This is an optimization exercise on Yosys and OpenROAD, whose aim is small area and a short achievable clock period, not a production implementation.
No driver is modelled on the clock port, so clock power and skew are understated where the tree is cut down; a real chip needs a root buffer or a tree.
Power figures rest on the tool's default switching activity, not on a simulated workload.

Setup of v4:
==> flow/design.v (excerpt) <==
module ultrasonido(clk, trig, echo, distancia, init, done);
Size: about 67 flip-flops, about 2500 µm² of cells after synthesis.
==> flow/config.mk <==
export PLATFORM = sky130hd
export DESIGN_NAME = ultrasonido
export DESIGN_NICKNAME = ultrasonido
export VERILOG_FILES = /design/flow/design.v
export SDC_FILE = /design/flow/constraint.sdc
export NUM_CORES = 4
export LEC_CHECK = 0
export CAP_MARGIN = 20
export CORE_MARGIN = 2
export CORE_UTILIZATION = 40
export SLEW_MARGIN = 20
==> flow/constraint.sdc <==
create_clock -name core_clock -period 18.0 [get_ports {clk}]
set_input_delay 3.6000 -clock core_clock [delete_from_list [all_inputs] [get_ports {clk}]]
set_output_delay 3.6000 -clock core_clock [all_outputs]
set_load 0.01 [all_outputs]
standard.sh (not shown) runs the stock make flow with config.mk's settings and CLKGATE_MAP_FILE= SYNTH_SCRIPT=/design/flow/synth_recipe.tcl, a recipe that flattens the netlist after the stock synthesis.
==> flow/flow/run.sh <==
#!/bin/bash
# The standard ORFS layout (standard.sh), in two runs of make:
#  1. synthesis to CTS, after which the clock tree is replaced by a few clock
#     buffers on the clock port (flow/post_cts.tcl, flow/clock_leaves.tcl);
#  2. global route to the end, with a larger setup margin for repair_timing.
set -e
export FLOW_FLOW_DIR=$PWD/flow
bash standard.sh BUFFER_PORTS_ARGS="-buffer_cell sky130_fd_sc_hd__buf_2" CTS_ARGS="-sink_clustering_enable -repair_clock_nets -dont_use_dummy_load" SETUP_SLACK_MARGIN=13.0 CORE_UTILIZATION=70 POST_CTS_TCL=$PWD/flow/post_cts.tcl cts > standard_to_cts.log 2>&1
bash standard.sh BUFFER_PORTS_ARGS="-buffer_cell sky130_fd_sc_hd__buf_2" CTS_ARGS="-sink_clustering_enable -repair_clock_nets -dont_use_dummy_load" SETUP_SLACK_MARGIN=13.0 CORE_UTILIZATION=70 SETUP_SLACK_MARGIN=13.8 POST_CTS_TCL=$PWD/flow/post_cts.tcl finish > standard_finish.log 2>&1
==> flow/flow/post_cts.tcl <==
# Runs at the end of ORFS's CTS step (POST_CTS_TCL).
source $::env(FLOW_FLOW_DIR)/clock_leaves.tcl
leaf_clock_tree sky130_fd_sc_hd__clkbuf_8 4
detailed_placement
estimate_parasitics -placement
Other scripts of this flow, unchanged in this note and not shown: flow/flow/clock_leaves.tcl
Input changes introduced in v25 (baseline for comparison: v4):
==> flow/flow/run.sh <==
#!/bin/bash
# The standard ORFS layout (standard.sh) with: faster port buffers, extra
# setup margin for repair_timing, and the clock tree replaced after CTS by a
# few clock buffers on the clock port (flow/clock_leaves.tcl).
export FLOW_FLOW_DIR=$PWD/flow
bash standard.sh BUFFER_PORTS_ARGS="-buffer_cell sky130_fd_sc_hd__buf_2" CTS_ARGS="-sink_clustering_enable -repair_clock_nets -dont_use_dummy_load" CORE_UTILIZATION=70 SETUP_SLACK_MARGIN=13.3 POST_CTS_TCL=$PWD/flow/post_cts.tcl finish > standard.log 2>&1
diff --git a/flow/flow/post_cts.tcl b/flow/flow/post_cts.tcl
--- a/flow/flow/post_cts.tcl
+++ b/flow/flow/post_cts.tcl
@@ -3 +3 @@
-leaf_clock_tree sky130_fd_sc_hd__clkbuf_8 4
+leaf_clock_tree sky130_fd_sc_hd__clkbuf_16 3
Notes after the runs:
Between v4 and v25, the number of global-route vias before repair is higher for v25. As of v25, final area had fallen by a few percent compared to v4. The met1 track demand over resource of v4 and that of v25 are within noise of each other. Slowest cell on the critical path: sky130_fd_sc_hd__o32ai_2 -> v4, sky130_fd_sc_hd__clkinv_1 -> v25.
For v16, these inputs were changed with respect to v25:
==> flow/flow/run.sh <==
#!/bin/bash
# The standard ORFS layout (standard.sh) with: faster port buffers, extra
# setup margin for repair_timing, and the clock tree replaced after CTS by a
# few clock buffers on the clock port (flow/clock_leaves.tcl).
export FLOW_FLOW_DIR=$PWD/flow
bash standard.sh BUFFER_PORTS_ARGS="-buffer_cell sky130_fd_sc_hd__buf_2" CTS_ARGS="-sink_clustering_enable -repair_clock_nets -dont_use_dummy_load" CORE_UTILIZATION=70 SETUP_SLACK_MARGIN=13.5 POST_CTS_TCL=$PWD/flow/post_cts.tcl finish > standard.log 2>&1
In v16, the total met2 wirelength after detailed routing came out 50 µm above the value in v25.
Comparing v16 and v25, the lower count of buffering cells on the critical path with inverters included is on v16.
~same cell area in v16 and v25
Changes observed in v16 relative to v25: wire length climbed about 1.2%, total via count after detailed routing saw an increase, clock latency on the worst-skew pair held, number of pins exceeding their max-slew limit in the final report barely changed.
[inputs] v28 vs v16
==> flow/flow/run.sh <==
#!/bin/bash
# The standard ORFS layout (standard.sh) with: faster port buffers, extra
# setup margin for repair_timing, and the clock tree replaced after CTS by a
# few clock buffers on the clock port (flow/clock_leaves.tcl).
export FLOW_FLOW_DIR=$PWD/flow
bash standard.sh BUFFER_PORTS_ARGS="-buffer_cell sky130_fd_sc_hd__buf_2" CTS_ARGS="-sink_clustering_enable -repair_clock_nets -dont_use_dummy_load" CORE_UTILIZATION=70 SETUP_SLACK_MARGIN=13.3 POST_CTS_TCL=$PWD/flow/post_cts.tcl finish > standard.log 2>&1
diff --git a/flow/flow/post_cts.tcl b/flow/flow/post_cts.tcl
--- a/flow/flow/post_cts.tcl
+++ b/flow/flow/post_cts.tcl
@@ -3 +3 @@
-leaf_clock_tree sky130_fd_sc_hd__clkbuf_16 3
+leaf_clock_tree sky130_fd_sc_hd__clkbuf_8 4
Notes after the runs:
Smallest setup slack after layout for v28: 0.010 ns down relative to v16. v28 against v16: number of antenna violations at the first check in global routing now sits at about the same level, required time of the critical path now sits lower, via count now sits lower. Relative to v16, power density over the cells has gone down in v28. Both conditions hold for v28: the flow ran to the end and the final layout passed the timing, design-rule and antenna checks. Comparing v16 against v28, there is no change at all in critical path depth.
Function was not checked in any run of this note: the RTL went through the layout flow alone. No run of this note takes its clock network from TritonCTS; it comes from the design's own scripts or RTL.

==> afterwards: timing with drivers on the ports <==
No port has a modelled driver above. Below, the same layouts with a new extraction and two added sets of constraints. Step 1: set_driving_cell puts a clkbuf_16 on clk and a buf_2 on each other input, an assumption about the parent block. Step 2 adds t to the input delays and takes it off the output delays; t is the mean of the earliest and latest rising clock arrival at the registers after step 1. Input paths then give back, and output paths get back, about the clock's delay inside the block. a / b / c = ideal / step 1 / step 2; a / b = the first two.
| run | t, ns | slack for setup (ns) | clock arrival spread, ns | worst register clock-pin slew, ns | worst data-port slew with drivers (ns) |
|---|---|---|---|---|---|
| v4 | 0.205 | 13.602 / 13.608 / 13.403 | 0.015 / 0.015 | 0.11 / 0.11 | 0.08 |
| v25 | 0.205 | 13.571 / 13.606 / 13.401 | 0.014 / 0.015 | 0.09 / 0.09 | 0.02 |
| v16 | 0.204 | 13.570 / 13.607 / 13.403 | 0.012 / 0.013 | 0.09 / 0.09 | 0.02 |
| v28 | 0.201 | 13.560 / 13.588 / 13.387 | 0.018 / 0.018 | 0.10 / 0.10 | 0.03 |
After both steps every run listed still meets setup and hold. For v4, which loses most, drivers alone change the setup slack by +0.006 ns; drivers and shift together by -0.199 ns.
